Context: an optimization exercise on an open-source flow, tuned for small area, a short achievable clock period and few clock cycles per item. The choices shown serve that exercise and are no tape-out recipe. In this exercise RTL edits were held to simulation tests only and were not proved equivalent to the original.

run 1:
==> flow/design.v (excerpt) <==
module riscv_m_unit(
    input  logic        clk,
    input  logic        resetn,
    input  logic        valid,
    input  logic [31:0] instruction,
    input  logic [31:0] rs1,
    input  logic [31:0] rs2,
    output logic        wr,
    output logic [31:0] rd,
    output logic        busy,
    output logic        ready
);
For scale: roughly 130 flip-flops, roughly 17000 µm² of cells after synthesis.
==> flow/config.mk <==
export PLATFORM = sky130hd
export DESIGN_NAME = riscv_m_unit
export DESIGN_NICKNAME = riscv_m_unit
export VERILOG_FILES = /design/flow/design.v
export SDC_FILE = /design/flow/constraint.sdc
export NUM_CORES = 4
export LEC_CHECK = 0
export CAP_MARGIN = 0
export CORE_MARGIN = 2
export CORE_UTILIZATION = 40
export SLEW_MARGIN = 0
export TNS_END_PERCENT = 100
==> flow/constraint.sdc <==
create_clock -name core_clock -period 11.0 [get_ports {clk}]
set_input_delay 2.2000 -clock core_clock [delete_from_list [all_inputs] [get_ports {clk}]]
set_output_delay 2.2000 -clock core_clock [all_outputs]
set_load 0.01 [all_outputs]
standard.sh (not shown) runs the stock make flow with config.mk's settings and CLKGATE_MAP_FILE= SYNTH_SCRIPT=/design/flow/synth_recipe.tcl, a recipe that flattens the netlist after the stock synthesis.
==> flow/flow/run.sh <==
#!/bin/bash
set -euo pipefail
bash standard.sh 'BUFFER_PORTS_ARGS=-buffer_cell sky130_fd_sc_hd__buf_2' SETUP_SLACK_MARGIN=6.5 finish > standard_flow.log 2>&1
Run 1 finished every stage and its layout cleared the timing, design-rule and antenna checks.
Testbench counts of run 1, summed over its fixed seeds: cycles 40,021, items 4,800.
Here is what was changed in the inputs of run 2 compared with run 1.
==> flow/flow/run.sh <==
#!/bin/bash
set -euo pipefail
bash standard.sh SETUP_SLACK_MARGIN=6.5 finish > standard_flow.log 2>&1
diff --git a/flow/config.mk b/flow/config.mk
--- a/flow/config.mk
+++ b/flow/config.mk
@@ -7,6 +7,6 @@
 export LEC_CHECK = 0
-export CAP_MARGIN = 0
+export CAP_MARGIN = 20
 export CORE_MARGIN = 2
 export CORE_UTILIZATION = 40
-export SLEW_MARGIN = 0
+export SLEW_MARGIN = 20
 export TNS_END_PERCENT = 100
==> comparison <==
- Of run 1 and run 2, the run reporting the lower highest cell delay on the worst timing path was run 2.
- Against run 1, pin count of the biggest net entering global routing in run 2 fell by a little under 10%.
- Compared with run 1, run 2 shows a higher number of logic stages on the critical path including buffering.
- | first-pass iteration count of the detailed router | lower: run 1 |
- Run 2 against run 1: clock buffer count went up; final period utilization went down; minimum clock period after layout went down.
- Delta (run 2 minus run 1): non-clock buffer count dropped 9; area inside the core boundary now sits at about the same level; data required time of the critical path decreased by 0.15 ns relative to the old numbers; global-route wire length before repair now sits lower.
> inputs changed (run 2 -> run 3)
diff --git a/flow/config.mk b/flow/config.mk
--- a/flow/config.mk
+++ b/flow/config.mk
@@ -9,3 +9,3 @@
 export CORE_MARGIN = 2
-export CORE_UTILIZATION = 40
+export CORE_UTILIZATION = 60
 export SLEW_MARGIN = 20
Changes observed in run 3 relative to run 2: design area lower; transition at the pin with the smallest max-transition slack went up by 0.14 ns; total buffers and inverters traversed by the critical path saw an increase; simple logic cell fraction of the synthesized area barely changed; largest net degree at the start of global routing moved up.

Setup of the baseline:
Starting RTL as in the previous note.
Settings: LEC_CHECK=0, CAP_MARGIN=20, CORE_MARGIN=2, CORE_UTILIZATION=40, SLEW_MARGIN=20, TNS_END_PERCENT=100; clock period 11.0 ns.
==> flow/flow/run.sh <==
#!/bin/bash
set -euo pipefail
bash standard.sh 'BUFFER_PORTS_ARGS=-buffer_cell sky130_fd_sc_hd__buf_1' SETUP_SLACK_MARGIN=6.75 finish > standard_flow.log 2>&1
In summary, the baseline completed successfully, with a layout that passed the timing, design-rule and antenna checks.
Testbench counts of the baseline, summed over its fixed seeds: cycles 40,021, items 4,800.
For the candidate, these inputs were changed with respect to the baseline:
==> flow/flow/run.sh <==
#!/bin/bash
set -euo pipefail
bash standard.sh 'BUFFER_PORTS_ARGS=-buffer_cell sky130_fd_sc_hd__buf_2' SETUP_SLACK_MARGIN=6.5 finish > standard_flow.log 2>&1
==> summary.txt <==
From the baseline to the candidate, total setup violations reported at the end of the flow did not move at all. Number of clock buffers in the layout | the candidate below the baseline. Sequential share of cell area up 0.32 points in the candidate wrt the baseline. Looking at filler-free cell count of the finished design across the baseline and the candidate, the one that comes out lower is the candidate. The candidate vs. the baseline: overall fraction of global-route tracks in use went down by 0.27 points. Changes observed in the candidate relative to the baseline: combined buffer and inverter count along the critical path -1; instance count after placement with tap cells included closely matched the old numbers; total non-filler cell area in the finished layout dropped 540 µm²; clock latency on the worst-skew pair level; routed length per placed instance did not really move.

Setup of run A:
Starting RTL as in the previous note.
## riscv_m_unit
module riscv_m_unit(
    input  logic        clk,
    input  logic        resetn,
    input  logic        valid,
    input  logic [31:0] instruction,
    input  logic [31:0] rs1,
    input  logic [31:0] rs2,
    output logic        wr,
    output logic [31:0] rd,
    output logic        busy,
    output logic        ready
);
Settings: LEC_CHECK=0, CAP_MARGIN=20, CORE_MARGIN=2, CORE_UTILIZATION=40, SLEW_MARGIN=20, TNS_END_PERCENT=100; clock period 11.0 ns.
==> flow/flow/run.sh <==
#!/bin/bash
set -euo pipefail
bash standard.sh SETUP_SLACK_MARGIN=7.0 finish > standard_flow.log 2>&1
Testbench counts of run A, summed over its fixed seeds: cycles 40,021, items 4,800.
> inputs changed (run A -> run K)
Settings: swapping 100 for 10 in TNS_END_PERCENT.
==> flow/flow/run.sh <==
#!/bin/bash
set -euo pipefail
bash standard.sh 'BUFFER_PORTS_ARGS=-buffer_cell sky130_fd_sc_hd__buf_2' SETUP_SLACK_MARGIN=6.5 finish > standard_flow.log 2>&1
Findings:
Run K vs run A — cell count dropped by a few percent. Diff run K..run A | synthesized cell count | unchanged. Of the two candidates, run A has the better worst-case clock skew and run K the worse one.

Setup of cedar:
Starting RTL as in the previous note.
## riscv_m_unit
module riscv_m_unit(
    input  logic        clk,
    input  logic        resetn,
    input  logic        valid,
    input  logic [31:0] instruction,
    input  logic [31:0] rs1,
    input  logic [31:0] rs2,
    output logic        wr,
    output logic [31:0] rd,
    output logic        busy,
    output logic        ready
);
localparam logic [36:0] QV = 37'd12289;
localparam logic [3:0] S_IDLE  = 4'd0,
                       S_START = 4'd1,
                       S_MUL   = 4'd2,
                       S_MFIN  = 4'd3,
                       S_NEGX  = 4'd4,
                       S_ALIGN = 4'd5,
                       S_DIV   = 4'd6,
                       S_FIN   = 4'd7,
                       S_RFIX  = 4'd8,
                       S_FIXS  = 4'd9,
                       S_MQ3   = 4'd10,
                       S_MQSUB = 4'd11,
                       S_DONE  = 4'd12;
function automatic [4:0] hipos(input logic [31:0] v);
    integer i;
    hipos = 5'd0;
    for (i = 0; i < 32; i = i + 1)
        if (v[i]) hipos = i[4:0];
endfunction
function automatic [2:0] m3add(input logic [2:0] a, input logic [2:0] b);
    m3add[0] = (a[0] & b[0]) | (a[1] & b[2]) | (a[2] & b[1]);
    m3add[1] = (a[0] & b[1]) | (a[1] & b[0]) | (a[2] & b[2]);
    m3add[2] = (a[0] & b[2]) | (a[1] & b[1]) | (a[2] & b[0]);
endfunction
function automatic [16:0] div3(input logic [15:0] y);
    logic [2:0]  m [0:7];
    logic [2:0]  r [0:8];
    logic [2:0]  m54, m32, m10, m3210;
    logic [1:0]  d;
    logic [15:0] q;
    integer k;
    for (k = 0; k < 8; k = k + 1) begin
        d = y[2*k +: 2];
        m[k] = {d == 2'd2, d == 2'd1, (d == 2'd0) | (d == 2'd3)};
    end
    m54   = m3add(m[5], m[4]);
    m32   = m3add(m[3], m[2]);
    m10   = m3add(m[1], m[0]);
    m3210 = m3add(m32, m10);
    r[8] = 3'b001;
    r[7] = m[7];
  ...
export LEC_CHECK = 0
export CAP_MARGIN = 20
export CORE_MARGIN = 2
export CORE_UTILIZATION = 40
export SLEW_MARGIN = 20
export TNS_END_PERCENT = 100
create_clock -name core_clock -period 11.0 [get_ports {clk}]
==> flow/flow/run.sh <==
#!/bin/bash
set -euo pipefail
bash standard.sh 'BUFFER_PORTS_ARGS=-buffer_cell sky130_fd_sc_hd__buf_1' SETUP_SLACK_MARGIN=6.5 finish > standard_flow.log 2>&1
cedar: flow completed, timing, DRC and antenna clean
Testbench counts of cedar, summed over its fixed seeds: cycles 40,021, items 4,800.
diff inputs: cedar => zinc
# cedar
export LEC_CHECK = 0
export CAP_MARGIN = 20
export CORE_MARGIN = 2
export CORE_UTILIZATION = 40
export SLEW_MARGIN = 20
export TNS_END_PERCENT = 100
create_clock -name core_clock -period 11.0 [get_ports {clk}]
# zinc
export LEC_CHECK = 0
export CAP_MARGIN = 20
export CORE_MARGIN = 2
export CORE_UTILIZATION = 40
export CTS_BUF_LIST = sky130_fd_sc_hd__clkbuf_4 sky130_fd_sc_hd__clkbuf_8
export SLEW_MARGIN = 20
export TNS_END_PERCENT = 100
create_clock -name core_clock -period 11.0 [get_ports {clk}]
==> flow/flow/run.sh <==
#!/bin/bash
set -euo pipefail
bash standard.sh 'BUFFER_PORTS_ARGS=-buffer_cell sky130_fd_sc_hd__buf_2' SETUP_SLACK_MARGIN=6.5 finish > standard_flow.log 2>&1
## What came out
- Going from cedar to zinc, highest net fanout along the worst path grows by 2.
- zinc ends up with a transition time at the pin with the least slew margin that is 0.012 ns lower than in cedar.
- | estimated wirelength of the detail-placed design | zinc vs cedar | about 0.7% higher |
- Number of detailed-routing iterations run before antenna repair | zinc below cedar
- zinc vs cedar on area overhead of the layout relative to synthesis: zinc is the higher one.
- Buffer share of cell area in zinc vs cedar: up 1.5 points
- Routed metal-1 wirelength (lower): cedar
- Against cedar, zinc comes in 6 higher on non-clock buffer count.
- Relative to cedar, zinc degrades worst slack at placement.
- Between cedar and zinc, the flow reports design area increasing slightly.
- NOTE routed length on met2 cedar->zinc increased slightly

==> afterwards: timing with drivers on the ports <==
The results above use ideal ports. As a check the final layouts listed here were re-extracted and re-timed, cells and wires unchanged. Step 1: set_driving_cell puts a clkbuf_16 on clk and a buf_2 on each other input, an assumption about the parent block. Step 2 times the ports against the registers' clock, not the clock port: input delays grow and output delays shrink by t, the midpoint of the rising clock arrivals with the driver on. Three values: no drivers, after step 1, after step 2; two values: the first two.
| run | t, ns | setup WS [ns] | worst hold slack (ns) | worst setup path after step 2 |
|---|---|---|---|---|
| run 1 | 0.508 | 6.539 / 6.539 / 6.539 | 0.476 / 0.476 / 0.476 | register to register |
| run 2 | 0.510 | 6.567 / 6.567 / 6.542 | 0.478 / 0.478 / 0.478 | input to register |
| run 3 | 0.488 | 6.471 / 6.471 / 6.471 | 0.483 / 0.483 / 0.483 | register to register |
| the baseline | 0.518 | 6.742 / 6.742 / 6.742 | 0.481 / 0.481 / 0.481 | register to register |
| the candidate | 0.506 | 6.626 / 6.626 / 6.626 | 0.474 / 0.474 / 0.474 | register to register |
| run A | 0.508 | 6.863 / 6.863 / 6.582 | 0.485 / 0.485 / 0.485 | input to register |
| run K | 0.510 | 6.569 / 6.569 / 6.569 | 0.472 / 0.472 / 0.472 | register to register |
| cedar | 0.511 | 6.604 / 6.604 / 6.604 | 0.475 / 0.475 / 0.475 | register to register |
| zinc | 0.566 | 6.598 / 6.598 / 6.598 | 0.481 / 0.481 / 0.481 | register to register |
After both steps setup and hold are still met in every run listed. The setup slack of run A, which loses most, moves by 0.000 ns with the drivers and by -0.281 ns with both steps.
